This design comes from an exercise in tuning for small area on the open sky130 flow, not from production work. In this exercise RTL edits were held to simulation tests only and were not proved equivalent to the original. The flow treats the clock pin as an ideal source. Dropping or thinning the clock tree relies on that and would not hold on a real chip. Power is estimated from default activity; no workload was simulated.

## rev 12
## frequency_meter
module frequency_meter #(parameter INVERT_RST = 1, DEBOUNCE_THRESHOLD = 5000, SEGMENTOS = 7, BIT_SIZE = 20, FREQ = 1, DATA_IN_SIZE = 6)(
    input clk,                     
    input rst,                     
    input signal_in,               
    output [0:SEGMENTOS-1] un, dec, cen, un_millar, dec_millar, cen_millar
);
Settings: LEC_CHECK=0, CAP_MARGIN=0, CORE_MARGIN=2, CORE_UTILIZATION=70, SLEW_MARGIN=0, SYNTH_HIERARCHICAL=1; clock period 140.0 ns.
standard.sh (not shown) runs the stock make flow with config.mk's settings and CLKGATE_MAP_FILE= SYNTH_SCRIPT=/design/flow/synth_recipe.tcl, a recipe that flattens the netlist after the stock synthesis.
==> flow/flow/run.sh <==
#!/bin/bash
# Own layout flow: the standard ORFS flow (standard.sh) with changes that
# only cut cell area:
#  - synthesis is the standard flow's (synth_recipe.tcl) except that abc maps the logic
#    with an area script (abc_area.script) instead of ORFS's delay script,
#    and adder cells are extracted only in the top module (see synth.tcl);
#    the registers are the standard synthesis's;
#  - the port buffers use the smallest buffer cell (buf_1);
#  - before the post-placement repair, every logic cell is set to the
#    smallest drive strength of its kind (repair_design then fixes any slew or
#    capacitance violation this makes);
#  - clock tree synthesis adds no dummy loads, and its tree is then rebuilt
#    as one level of 4 buffers (clockmerge.tcl).
set -euo pipefail
cd "$(dirname "$0")/.."
work=$(pwd)
export BUFFER_PORTS_ARGS="-buffer_cell sky130_fd_sc_hd__buf_1"
export PRE_RESIZE_TCL=$work/flow/downsize.tcl
export POST_CTS_TCL=$work/flow/clockmerge.tcl
export CTS_ARGS="-sink_clustering_enable -repair_clock_nets -dont_use_dummy_load"
sed "s#SYNTH_SCRIPT=[^ ]*#SYNTH_SCRIPT=$work/flow/synth.tcl#" standard.sh > own_synth.sh
bash own_synth.sh synth > synth.log 2>&1
bash standard.sh > standard.log 2>&1
==> flow/flow/clockmerge.tcl <==
# Run after clock tree synthesis (POST_CTS_TCL). Rebuilds the clock tree CTS
# made as a single level of 4 buffers, each driving the clock pins of a
# quarter of the registers, grouped by position, and each driven straight from
# the clock port (4 cells on the port). Every register's clock goes through
# exactly one buffer of the same kind with about the same load, as balanced
# as CTS's tree, with fewer buffers. The new buffers start at their group's
# centre and detailed placement legalizes them.
set nleaf 4
set leafcell sky130_fd_sc_hd__buf_8
set block [ord::get_db_block]
set clkport_net [$block findNet clk]
# collect register clock pins and the clock buffers CTS made
set sinks {}
set bufs {}
foreach inst [$block getInsts] {
  set m [[$inst getMaster] getName]
  if { [string match "clkbuf_*" [$inst getName]] } { lappend bufs $inst; continue }
  set it [$inst findITerm CLK]
  if { $it ne "NULL" } { lappend sinks $it }
}
puts "clockmerge: [llength $sinks] clock pins, [llength $bufs] CTS buffers"
# split sinks recursively by the wider coordinate
proc split_groups { items n } {
  if { $n <= 1 } { return [list $items] }
  set xs {}; set ys {}
  foreach it $items { set b [[$it getInst] getBBox]; lappend xs [$b xMin]; lappend ys [$b yMin] }
  set dx [expr {[tcl::mathfunc::max {*}$xs] - [tcl::mathfunc::min {*}$xs]}]
  set dy [expr {[tcl::mathfunc::max {*}$ys] - [tcl::mathfunc::min {*}$ys]}]
  set keyed {}
  foreach it $items x $xs y $ys { lappend keyed [list [expr {$dx >= $dy ? $x : $y}] $it] }
  set sorted [lsort -integer -index 0 $keyed]
  set half [expr {[llength $sorted] / 2}]
  set a {}; set b {}
  set i 0
  foreach k $sorted { if { $i < $half } { lappend a [lindex $k 1] } else { lappend b [lindex $k 1] }; incr i }
  set n1 [expr {$n / 2}]
  return [concat [split_groups $a $n1] [split_groups $b [expr {$n - $n1}]]]
}
set groups [split_groups $sinks $nleaf]
# remove CTS buffers and their nets
foreach inst $bufs {
  foreach it [$inst getITerms] {
    set net [$it getNet]
    if { $net ne "NULL" && [$net getName] ne "clk" } { $it disconnect; if { [llength [$net getITerms]] == 0 && [llength [$net getBTerms]] == 0 } { odb::dbNet_destroy $net } } else { $it disconnect }
  }
  odb::dbInst_destroy $inst
}
set master [[ord::get_db] findMaster $leafcell]
set gi 0
foreach g $groups {
  set sx 0; set sy 0
  foreach it $g { set b [[$it getInst] getBBox]; incr sx [$b xMin]; incr sy [$b yMin] }
  set cx [expr {$sx / [llength $g]}]; set cy [expr {$sy / [llength $g]}]
  set buf [odb::dbInst_create $block $master "clkleaf_$gi"]
  set net [odb::dbNet_create $block "clknet_leaf_$gi"]
  $net setSigType CLOCK
  [$buf findITerm A] connect $clkport_net
  [$buf findITerm X] connect $net
  foreach it $g { set old [$it getNet]; $it disconnect; $it connect $net; if { $old ne "NULL" && [llength [$old getITerms]] == 0 && [llength [$old getBTerms]] == 0 } { odb::dbNet_destroy $old } }
  $buf setLocation $cx $cy
  $buf setPlacementStatus PLACED
  puts "clockmerge: leaf $gi drives [llength $g] clock pins"
  incr gi
}

detailed_placement
check_placement -verbose
Other scripts of this flow, unchanged in this note and not shown: flow/flow/abc_area.script, flow/flow/downsize.tcl, flow/flow/synth.tcl
> inputs changed (rev 12 -> rev 13)
diff --git a/flow/flow/clockmerge.tcl b/flow/flow/clockmerge.tcl
--- a/flow/flow/clockmerge.tcl
+++ b/flow/flow/clockmerge.tcl
@@ -8,3 +8,3 @@
 set nleaf 4
-set leafcell sky130_fd_sc_hd__buf_8
+set leafcell sky130_fd_sc_hd__buf_12
 set block [ord::get_db_block]
## What came out
As far as share of the cycle needed by the critical path after routing is concerned, rev 13 and rev 12 perform about the same. Re sequential share of power: rev 13 is 0.8 points down on rev 12. Comparing rev 13 and rev 12, the lower total chip power is on rev 12. Compared with rev 12, in rev 13 area growth from synthesis to layout rose 0.50 points, post-route minimum period fell 24 ps, sum of overflow across all layers after global routing about even, wire length of the first global-routing pass rose 100 µm. Wire: rev 13 routes more than rev 12. Via count of the first global-routing pass delta (rev 12 -> rev 13): insignificant. Rev 12 -> rev 13: final setup violation count flat.
In every run of this note, the design's own scripts or RTL, not TritonCTS, make the clock network.

---

## build 29
The RTL this note starts from:
==> flow/design.v <==
module frequency_meter #(parameter INVERT_RST = 1, DEBOUNCE_THRESHOLD = 5000, SEGMENTOS = 7, BIT_SIZE = 20, FREQ = 1, DATA_IN_SIZE = 6)(
    input clk,                     
    input rst,                     
    input signal_in,               
    output [0:SEGMENTOS-1] un, dec, cen, un_millar, dec_millar, cen_millar
);
    reg        prev_rst;
    reg        prev_sig;
    reg        first;              
    reg  [4:0] step;               
    reg [21:0] period;             
    reg [21:0] rem_n;              
    reg [22:0] work;               
    reg [22:0] shown;              
    wire clear = prev_rst & ~rst;            
    wire rise  = signal_in & ~prev_sig;      
    wire idle  = ~|step;
    wire last  = &step;
    localparam [31:0] DBITS = 32'h0087afa0;
    wire dbit = DBITS[step];
    wire [5:0] sc;
    wire [4:0] step_inc;
    assign sc[0] = ~idle | rise;
    genvar i;
    generate for (i = 0; i < 5; i = i + 1) begin : g_step
        assign step_inc[i] = step[i] ^ sc[i];
        assign sc[i+1]     = step[i] & sc[i];
    end endgenerate
    wire [22:0] pc;
    wire [21:0] period_inc;
    assign pc[0] = idle;
    generate for (i = 0; i < 22; i = i + 1) begin : g_period
        assign period_inc[i] = period[i] ^ pc[i];
        assign pc[i+1]       = period[i] & pc[i];
    end endgenerate
    wire [22:0] trial_n = {rem_n, ~dbit};
    wire [22:0] sum;
    wire [23:0] cy;
    assign cy[0] = 1'b0;
    generate for (i = 0; i < 23; i = i + 1) begin : g_sub
        wire pb = (i < 22) ? period[i] : 1'b0;
        assign sum[i]  = trial_n[i] ^ pb ^ cy[i];
        assign cy[i+1] = (trial_n[i] & pb) | (trial_n[i] & cy[i]) | (pb & cy[i]);
    end endgenerate
    wire qbit = ~cy[23] & ~idle;
    wire [22:0] adj;
    assign adj[22:20] = work[22:20];
    generate for (i = 0; i < 5; i = i + 1) begin : g_dabble
        wire [3:0] d = work[4*i+3:4*i];
        wire c = ~idle & (d[3] | (d[2] & (d[1] | d[0])));
        assign adj[4*i+3] = d[3] | c;
        assign adj[4*i+2] = d[2] ^ (c & (d[2] | d[0]));
        assign adj[4*i+1] = d[1] ^ (c & ~d[0]);
        assign adj[4*i]   = d[0] ^ c;
    end endgenerate
    always @(posedge clk) begin
        prev_rst <= rst;
        prev_sig <= signal_in;
        step     <= step_inc;
        period   <= last ? 22'd31 : period_inc;
        rem_n    <= qbit ? sum[21:0] : trial_n[21:0];
        work     <= {adj[21:0], qbit};
        if (clear || (last && !first))
            shown <= work;
        if (clear)
            first <= 1'b1;
        else if (last)
            first <= 1'b0;
    end
    decoder_7_seg SEG_CM (.decoder_in({1'b0, shown[22:20]}), .decoder_out(cen_millar));
    decoder_7_seg SEG_DM (.decoder_in(shown[19:16]), .decoder_out(dec_millar));
    decoder_7_seg SEG_UM (.decoder_in(shown[15:12]), .decoder_out(un_millar));
    decoder_7_seg SEG_C  (.decoder_in(shown[11:8]),  .decoder_out(cen));
    decoder_7_seg SEG_D  (.decoder_in(shown[7:4]),   .decoder_out(dec));
    decoder_7_seg SEG_U  (.decoder_in(shown[3:0]),   .decoder_out(un));
endmodule
module debouncer_one_shot #(parameter INVERT_LOGIC = 0, DEBOUNCE_THRESHOLD = 5000)(
    input clk, 
	 input signal,
    output signal_one_shot
);
wire debouncer_out;
debouncer #(.INVERT_LOGIC(INVERT_LOGIC), .DEBOUNCE_THRESHOLD(DEBOUNCE_THRESHOLD)) DEBOUNCER (
    .clk(clk),
    .debouncer_in(signal),
    .debouncer_out(debouncer_out)
);
one_shot ONE_SHOT(
    .clk(clk),
    .boton_a(debouncer_out),
    .signal_with_one_shot(signal_one_shot)
);
endmodule
module debouncer #(parameter DEBOUNCE_THRESHOLD = 5000, INVERT_LOGIC = 0)(
	input clk, 					 
		  debouncer_in,			 
	output reg debouncer_out	 
);
wire [ceillog2(DEBOUNCE_THRESHOLD) - 1: 0] counter_out;  
wire counter_match;						   
wire debouncer_in_processed;
assign debouncer_in_processed = (INVERT_LOGIC) ? ~debouncer_in : debouncer_in;  
counter_debouncer #(.STABILITY_TIME(DEBOUNCE_THRESHOLD)) CONTADOR_ESTABILIDAD(
	.clock(clk),
	.tick_count(counter_out),
	.stability_flag(counter_match)
);
always @(posedge clk)
begin
	if(counter_match)
		debouncer_out <= debouncer_in_processed; 	 
	else
		debouncer_out <= debouncer_out;  
end
function integer ceillog2;
	input integer data;
	integer i, result;
	begin
		for(i = 0; 2**i < data; i = i + 1)
			result = i + 1;
		ceillog2 = result;
	end
endfunction
endmodule
module counter_debouncer #(parameter STABILITY_TIME = 5000)(
	input clock,                                           
    output reg [calculate_bits(STABILITY_TIME)-1:0] tick_count,
    output reg stability_flag                              
);
always @(posedge clock)  
begin
    if(tick_count >= STABILITY_TIME - 1)  
    begin
        tick_count <= 0;        
        stability_flag <= 1;    
    end
    else
    begin
        tick_count <= tick_count + 1;  
        stability_flag <= 0;           
    end
end
function integer calculate_bits;
	input integer data;
	integer i, result;
	begin
		for(i = 0; 2**i < data; i = i + 1)
			result = i + 1;
		calculate_bits = result;
	end
endfunction
endmodule
module one_shot(
    input clk,                    
    input boton_a,                
    output reg signal_with_one_shot    
);
reg delay_boton_a;                
reg signal_clk;                   
always @(posedge clk) begin
    delay_boton_a <= boton_a;     
    signal_clk = delay_boton_a ^ 1'b1;  
    signal_with_one_shot = signal_clk & boton_a;  
end
endmodule
module signal_processor(
    input clock,                     
    input raw_signal,                
    output pos_pulse                 
);
    reg intermediate;
    reg clean_signal;
    reg data_prev;
    always @(posedge clock) begin
        intermediate <= raw_signal;    
        clean_signal <= intermediate;  
    end
    always @(posedge clock) begin
        data_prev <= clean_signal;
    end
    assign pos_pulse = clean_signal & ~data_prev;
endmodule
module frequency_measurement(
    input clock,                      
    input clear_all,                  
    input edge_detected,              
    output reg [19:0] freq_value      
);
    reg [23:0] time_counter;          
    reg [23:0] last_edge_time;        
    reg initial_edge;                 
    reg [23:0] time_measure;          
    always @(posedge clock) begin
        if (clear_all) begin
            time_counter <= 0;
            last_edge_time <= 0;
            time_measure <= 0;
            initial_edge <= 1;        
            freq_value <= 0;          
        end else begin
            time_counter <= time_counter + 1;
            if (edge_detected) begin
                if (initial_edge) begin
                    last_edge_time <= time_counter;
                    initial_edge <= 0;
                end else begin
                    time_measure <= time_counter - last_edge_time;
                    last_edge_time <= time_counter;
                    if (time_counter != last_edge_time)  
                        freq_value <= 50000000 / (time_counter - last_edge_time);
                end
            end
        end
    end
endmodule
module bcd_decoder #(parameter N = 10, SEG = 7)(
    input [N-1:0] switches,  
    output [0:SEG -1] display_unidades,  
    output [0:SEG -1] display_decenas, 
    output [0:SEG -1] display_centenas, 
    output [0:SEG -1] display_unidades_millar,
    output [0:SEG -1] display_decenas_millar,
    output [0:SEG -1] display_centenas_millar
);
wire [3:0] unidades;
wire [3:0] decenas;
wire [3:0] centenas; 
wire [3:0] unidades_millar; 
wire [3:0] decenas_millar;
wire [3:0] centenas_millar;
bin_a_dec #(.N(N)) DUT(
    .bin(switches),
	 .cm(centenas_millar),
	 .dm(decenas_millar),
    .um(unidades_millar),
    .cen(centenas),
    .dec(decenas),
    .un(unidades)
);
decoder_7_seg DISPLAY_UM (
    .decoder_in(unidades_millar),
    .decoder_out(display_unidades_millar)
);
decoder_7_seg DISPLAY_CEN (
    .decoder_in(centenas),
    .decoder_out(display_centenas)
);
decoder_7_seg DISPLAY_DEC ( 
    .decoder_in(decenas),
    .decoder_out(display_decenas)
);
decoder_7_seg DISPLAY_UN (
    .decoder_in(unidades),
    .decoder_out(display_unidades)
);
decoder_7_seg DISPALY_DM(
	 .decoder_in(decenas_millar),
    .decoder_out(display_decenas_millar)
);
decoder_7_seg DISPALY_CM(
	 .decoder_in(centenas_millar),
    .decoder_out(display_centenas_millar)
);
endmodule
module bin_a_dec #(parameter N = 17, SEG = 7)(
    input [N-1:0] bin,
    output reg [3:0] cm, dm, um, cen, dec, un
);
    always @(*) begin
        cm = (bin / 100000) % 10;
        dm = (bin / 10000) % 10;
        um = (bin / 1000) % 10;
        cen = (bin / 100) % 10;
        dec = (bin / 10) % 10;
        un = bin % 10;
    end
endmodule
module decoder_7_seg(
    input wire [3:0] decoder_in,      
    output wire [0:6] decoder_out     
);
    wire b3 = decoder_in[3], b2 = decoder_in[2], b1 = decoder_in[1], b0 = decoder_in[0];
    wire low1 = ~b3 & ~b2 & ~b1;       
    wire x    = b1 ^ b0;
    assign decoder_out[0] = low1 | (b2 & b1 & b0);
    assign decoder_out[1] = (~b2 & b1) | (b1 & b0) | (~b3 & ~b2 & b0);
    assign decoder_out[2] = b0 | (b2 & ~b1);
    assign decoder_out[3] = (b2 & ~x) | (low1 & b0);
    assign decoder_out[4] = ~b2 & b1 & ~b0;
    assign decoder_out[5] = b2 & x;
    assign decoder_out[6] = (b2 & ~b1 & ~b0) | (low1 & b0);
endmodule
clock: 140.0 ns
lec_check: 0
cap_margin: 20
core_margin: 2
core_utilization: 40
slew_margin: 20
==> flow/flow/run.sh <==
#!/bin/bash
# Standard layout, but the port buffers use the smallest buffer cell.
set -euo pipefail
export BUFFER_PORTS_ARGS="-buffer_cell sky130_fd_sc_hd__buf_1"
bash standard.sh > standard.log 2>&1
Build 29: flow completed, timing, DRC and antenna clean
The inputs of build 47 differ from those of build 29 as listed below.
==> flow/run.sh (new file) <==
#!/bin/bash
# synth_recipe.tcl (not shown) runs the flow's synth.tcl, then flattens the netlist and writes it again
# the make line also repeats each setting of config.mk as NAME=value (left out here)
make -C /OpenROAD-flow-scripts/flow DESIGN_CONFIG=/design/flow/config.mk WORK_HOME=/design/flow/orfs CLKGATE_MAP_FILE= SYNTH_SCRIPT=/design/flow/synth_recipe.tcl finish
removed: flow/flow/run.sh
removed: flow/standard.sh
Diff build 47 and build 29: design area higher in build 47. On clock insertion delay at the later pin of the skew report, build 47 and build 29 are basically level. The worst hold margin was comparable across build 47 and build 29. Build 47: register-to-register slack 0.04 ns below build 29. The total track usage was comparable across build 47 and build 29. Reported for build 47 and build 29, TritonCTS sink count turned out identical to the last digit. The proportion of total power due to net switching number comes out lower for build 29 vs build 47. The relative contribution of combinational cells to total power number comes out higher for build 47 vs build 29.
The inputs of build 63 differ from those of build 47 as listed below.
==> flow/flow/run.sh (new file) <==
#!/bin/bash
# Own layout flow: the standard ORFS flow (standard.sh) with three changes
# that only cut cell area:
#  - the port buffers use the smallest buffer cell (buf_1);
#  - before the post-placement repair, every logic cell is set to the
#    smallest drive strength of its kind (repair_design then fixes any slew or
#    capacitance violation this makes);
#  - clock tree synthesis adds no dummy loads.
set -euo pipefail
cd "$(dirname "$0")/.."
work=$(pwd)
export BUFFER_PORTS_ARGS="-buffer_cell sky130_fd_sc_hd__buf_1"
export PRE_RESIZE_TCL=$work/flow/downsize.tcl
export CTS_ARGS="-sink_clustering_enable -repair_clock_nets -dont_use_dummy_load"
bash standard.sh > standard.log 2>&1
==> flow/flow/downsize.tcl (new file) <==
# Set every logic cell to the smallest-area drive strength of its kind.
# Registers and port buffers are left as they are.
set n 0
set saved 0.0
foreach inst [get_cells *] {
  set master [get_property $inst ref_name]
  if { ![regexp {^(sky130_fd_sc_hd__[a-z0-9]+)_([0-9]+)$} $master -> base drive] } { continue }
  if { [regexp {df|dl|tap|fill|decap|conb|clk} $base] } { continue }
  set cur [get_lib_cells $master]
  set best $master
  set best_area [get_property $cur area]
  foreach lc [get_lib_cells ${base}_*] {
    set name [get_name $lc]
    if { ![regexp "^${base}_\[0-9\]+\$" $name] } { continue }
    if { [lsearch -exact $::env(DONT_USE_CELLS) $name] >= 0 } { continue }
    set a [get_property $lc area]
    if { $a < $best_area } { set best $name; set best_area $a }
  }
  if { $best ne $master } {
    set saved [expr { $saved + [get_property $cur area] - $best_area }]
    replace_cell $inst $best
    incr n
  }
}
puts "downsize: $n cells set to their smallest drive strength, [format %.1f $saved] um2 less"
==> flow/standard.sh (new file) <==
#!/bin/bash
# synth_recipe.tcl (not shown) runs the flow's synth.tcl, then flattens the netlist and writes it again
# the make line also repeats each setting of config.mk as NAME=value (left out here)
make -C /OpenROAD-flow-scripts/flow DESIGN_CONFIG=/design/flow/config.mk WORK_HOME=/design/flow/orfs CLKGATE_MAP_FILE= SYNTH_SCRIPT=/design/flow/synth_recipe.tcl "${@:-finish}"
removed: flow/run.sh
Findings:
- Between build 63 and build 47, the worst hold slack figures differ only marginally.
- When build 63 is set beside build 47, its final core utilization turns out to be 3.2 points smaller.
- Changes observed in build 63 relative to build 47: via count decreased 0.78%, minimum clock period after layout decreased 0.39 ns, share of cells above drive strength 1 decreased 1.6 points.

re-timing with driven ports:
The flow's constraints put no driver on any port. The routed layouts listed below were extracted and timed again, unchanged, in two steps.
Step 1 sets driving cells, clkbuf_16 on the clock port and buf_2 on the other inputs (assumed; they add their load-dependent delay and slew).
Step 2 moves the port delays by t, midway between the first and last clock arrival at a register: inputs arrive t later, outputs are due t later. That takes back most of the time a late clock gives input paths.
Three values: no drivers, after step 1, after step 2; two values: the first two.
run | t (ns) | setup slack, ns | hold WS [ns] | worst setup path at the end | worst data-port slew with drivers (ns)
rev 12 | 0.210 | 110.492 / 110.423 / 110.633 | 0.363 / 0.363 / 0.363 | register to output | 0.03
rev 13 | 0.205 | 110.516 / 110.437 / 110.642 | 0.358 / 0.358 / 0.358 | register to output | 0.03
build 29 | 0.371 | 110.454 / 110.423 / 110.795 | 0.355 / 0.355 / 0.355 | register to output | 0.05
build 47 | 0.378 | 110.059 / 110.030 / 110.408 | 0.356 / 0.356 / 0.356 | register to output | 0.04
build 63 | 0.365 | 110.453 / 110.422 / 110.788 | 0.355 / 0.355 / 0.355 | register to output | 0.05
After both steps every run listed still meets setup and hold.
